This design comes from an exercise in tuning for small area and a short achievable clock period on the open sky130 flow, not from production work.
RTL that was checked went through simulation tests only; none was proved equivalent to the original.
Power figures rest on the tool's default switching activity, not on a simulated workload.

## main
// RISC_TOY_SYS
module RISC_TOY_SYS (
    input  wire          CLK,
    input  wire          RSTN,
    output wire          IREQ,
    output wire [29:0]   IADDR,
    input  wire [31:0]   INSTR,
    output wire          DREQ,
    output wire [1:0]    DRW,
    output wire [29:0]   DADDR,
    output wire [31:0]   DWDATA,
    input  wire [31:0]   DRDATA,
    output wire [31:0]   CONSIG,
    input  wire [31:0]   IPIN,
    output wire [31:0]   IPOUT
);
For scale: roughly 0.091 mm2 of cells after synthesis.
export LEC_CHECK = 0
export CAP_MARGIN = 20
export CORE_MARGIN = 2
export CORE_UTILIZATION = 55
export CTS_BUF_LIST = sky130_fd_sc_hd__clkbuf_8
export CTS_CLUSTER_DIAMETER = 80
export CTS_CLUSTER_SIZE = 14
export SETUP_SLACK_MARGIN = 0.2
export SLEW_MARGIN = 20
create_clock -name core_clock -period 14.0 [get_ports {CLK}]
standard.sh (not shown) runs the stock make flow with config.mk's settings and CLKGATE_MAP_FILE= SYNTH_SCRIPT=/design/flow/synth_recipe.tcl, a recipe that flattens the netlist after the stock synthesis.
==> flow/flow/run.sh <==
#!/bin/bash
# Own flow for RISC_TOY_SYS. Runs in the standard flow's work folder (design.v,
# config.mk, standard.sh, synth_recipe.tcl, flow/, out/).
#  1. design_gl.v: design.v with two combinational modules replaced by
#     gate-level ones (flow/gen_gl.py): the register file's read selector
#     (RFREAD, an a222oi AND-OR tree) and the EX operand selector's last
#     gate (OPMUX, a21o). They have no registers, so the registers are the
#     standard synthesis's.
#  2. Synthesis is synth_recipe.tcl with the ABC pass called through a Tcl
#     proc (same arguments; the script is flow/abc.script if present).
#  3. the standard layout (standard.sh) with small port buffers
#     (buf_2) instead of buffer_ports' default delay cells, and repair_timing
#     aimed below the clock period (the SDC is unchanged); clock tree
#     synthesis without dummy loads; RSTN and IREQ pins side by side
#     (flow/io.tcl).
# Each tool's output goes to a log file of its own here.
set -euo pipefail
W=$(pwd)
python3 flow/gen_gl.py "$W/rfread_gl.v" > gen_gl.log 2>&1
python3 - "$W/design.v" "$W/rfread_gl.v" "$W/design_gl.v" > design_gl.log 2>&1 <<'PY'
import re, sys
src = open(sys.argv[1]).read()
gl = open(sys.argv[2]).read()
for m in ("RFREAD", "OPMUX"):
    pat = re.compile(r"\bmodule\s+" + m + r"\b.*?\bendmodule\b", re.S)
    assert len(pat.findall(src)) == 1, m + " not found exactly once"
    src = pat.sub("", src)
open(sys.argv[3], "w").write(src + "\n" + gl)
print("design_gl.v written")
PY
# ABC: ORFS's script, or flow/abc.script when there is one
if [[ -f flow/abc.script ]]; then
  ABCP="set i [lsearch \$args -script]; if {\$i >= 0} { lset args [expr {\$i+1}] $W/flow/abc.script }; "
else
  ABCP=""
fi
{
  echo 'proc synth {args} { yosys synth -nofsm -noshare {*}$args }'
  echo "proc abc {args} { ${ABCP}yosys abc {*}\$args }"
  tail -n +2 synth_recipe.tcl
} > my_synth.tcl
bash standard.sh \
  "VERILOG_FILES=$W/design_gl.v" \
  "SYNTH_SCRIPT=$W/my_synth.tcl" \
  "BUFFER_PORTS_ARGS=-buffer_cell sky130_fd_sc_hd__buf_2" \
  "SETUP_SLACK_MARGIN=8.4" \
  "IO_CONSTRAINTS=$W/flow/io.tcl" \
  "CTS_ARGS=-sink_clustering_enable -repair_clock_nets -sink_clustering_size 14 -sink_clustering_max_diameter 80 -buf_list sky130_fd_sc_hd__clkbuf_8 -dont_use_dummy_load" \
  finish > standard_flow.log 2>&1
Other scripts of this flow, unchanged in this note and not shown: flow/flow/gen_gl.py, flow/flow/io.tcl
Relative to main, the following input files were edited for the feature branch:
diff --git a/flow/design.v b/flow/design.v
--- a/flow/design.v
+++ b/flow/design.v
@@ -148,17 +148,17 @@
     wire flush = taken | jump_d;
     wire hz    = LD_EX & (RAC_EX != 5'd0) &
                  (mA(RAC_EX, nn, isSTR, fb, fc) | mB(RAC_EX, nn, stx, fa, fc));
     wire vld   = ~taken & ~jump_d & ~hz;     
     wire [31:0] sext17 = {{15{INSTR[16]}}, INSTR[16:0]};
     wire [31:0] zext17 = {15'd0, INSTR[16:0]};
     wire [31:0] sext22 = {{10{INSTR[21]}}, INSTR[21:0]};
     wire [31:0] zext22 = {10'd0, INSTR[21:0]};
-    wire [31:0] P4_ID  = PC_ID + 32'd4;
+    wire [31:0] P4_ID  = inc4(PC_ID);
     wire        tbase  = ~(INSTR[31] & INSTR[29]);
     wire [31:0] target = (tbase ? P4_ID : PC_ID) + sext22;
     reg [31:0] imm_ID;
     always @(*) begin
         if (jump)                      imm_ID = P4_ID;       
         else if (isBRL)                imm_ID = PC_ID;       
         else if (isST | isLD)          imm_ID = (fb == 5'b11111) ? zext17 : sext17;
         else if (isSTR | isLDR)        imm_ID = target;      
@@ -194,17 +194,30 @@
     wire zeroA = (fb == 5'b11111);
     wire [3:0] sa_ID = pcrel ? 4'b0000 :      
                        zeroA ? 4'b0000 :
                        fmA   ? 4'b0010 :
                        fwA   ? (LDRES_MEM ? 4'b1000 : 4'b0100) : 4'b0001;
     wire [3:0] sb_ID = fmB   ? 4'b0010 :
                        fwB   ? (LDRES_MEM ? 4'b1000 : 4'b0100) : 4'b0001;
     wire [31:0] A_EX;
-    wire [31:0] PCp4 = PC + 32'd4;
+    function [31:0] inc4;
+        input [31:0] v;
+        integer ii;
+        reg c;
+        begin
+            inc4[1:0] = v[1:0];
+            c = 1'b1;
+            for (ii = 2; ii < 32; ii = ii + 1) begin
+                inc4[ii] = v[ii] ^ c;
+                c = c & v[ii];
+            end
+        end
+    endfunction
+    wire [31:0] PCp4 = inc4(PC);
     wire [31:0] pc_base = (hz & ~jump_d) ? PC : (jump & ~jump_d) ? target : PCp4;
     wire [31:0] pc_next = taken ? A_EX : pc_base;
     always @(posedge CLK or negedge RSTN) begin
         if (!RSTN) begin
             PC     <= 32'd0;
             PC_ID  <= 32'd0;
             jump_d <= 1'b0;
         end else begin
@@ -285,29 +298,29 @@
         input [31:0] v;
         integer i;
         begin
             for (i = 0; i < 32; i = i + 1) rev32[i] = v[31-i];
         end
     endfunction
     wire [31:0] SX = OP_SHL ? rev32(A) : A;
     wire [31:0] RR = (({SX, SX}) >> sh);
-    wire [31:0] MK = 32'hFFFFFFFF >> sh;
+    wire [31:0] MK = (32'hFFFFFFFF >> sh) | {32{OP_ROR}};    
     wire [31:0] T  = RR & MK;
     wire [31:0] SHR = T | ({32{OP_ASR & A[31]}} & ~MK);
+    reg [31:0] LOGIC;
+    integer li;
+    always @(*) for (li = 0; li < 32; li = li + 1) LOGIC[li] = LUT_EX[{A[li], B[li]}];
     wire [31:0] alu =
         ({32{OP_ADD | OP_SUB}} & SUM) |
-        ({32{LUT_EX[0]}} & ~A & ~B) |
-        ({32{LUT_EX[1]}} & ~A &  B) |
-        ({32{LUT_EX[2]}} &  A & ~B) |
-        ({32{LUT_EX[3]}} &  A &  B) |
+        LOGIC |
         ({32{OP_PC}}    & PC) |
         ({32{OP_SHL}}   & rev32(T)) |
-        ({32{OP_LSR | OP_ASR}} & SHR) |
-        ({32{OP_ROR}}   & RR);
+        ({32{OP_LSR | OP_ASR | OP_ROR}} & SHR) |
+        32'd0;
     always @(posedge CLK or negedge RSTN) begin
         if (!RSTN) begin
             RW_MEM   <= 1'b0;
             DREQ_MEM <= 1'b0;
         end else begin
             RW_MEM   <= RW_EX;
             DREQ_MEM <= DREQ_EX;
         end
## What came out
main: all stages complete, timing, DRC and antenna checks passed
The feature branch finished every step from synthesis to the final layout, and the layout passed the timing, design-rule and antenna checks.
The actual transition at the worst max-transition pin of the feature branch is lower than that of main.
Compared with main, the feature branch shows clock-pin slew on the worst setup and hold paths higher by 0.03 ns.
Clock-buffer cell count for the feature branch: about 0.7% down relative to main
Number of cells after detailed placement was higher in the run labelled main.
main → the feature branch: final-layout clock-cell area share has remained practically unchanged, total power has remained practically unchanged.
No functional check of the RTL was part of the feature branch.

## afterwards: timing with drivers on the ports
No port has a modelled driver above. Below, the same layouts with a new extraction and two added sets of constraints.
Step 1 sets driving cells, clkbuf_16 on the clock port and buf_2 on the other inputs (assumed; they add their load-dependent delay and slew).
Step 2 adds t to the input delays and takes it off the output delays; t is the mean of the earliest and latest rising clock arrival at the registers after step 1. Input paths then give back, and output paths get back, about the clock's delay inside the block.
a / b / c = ideal ports / drivers / drivers and shift; a / b = the first two.
| run | t, ns | setup slack, ns | worst setup path at the end | worst register clock-pin slew, ns |
|---|---|---|---|---|
| main | 1.052 | 8.170 / 7.917 / 7.250 | input to register | 0.10 / 0.10 |
| the feature branch | 1.005 | 7.626 / 7.626 / 7.152 | input to register | 0.11 / 0.11 |
After both steps setup and hold are still met in every run listed. For main, which loses most, drivers alone change the setup slack by -0.253 ns; drivers and shift together by -0.920 ns.
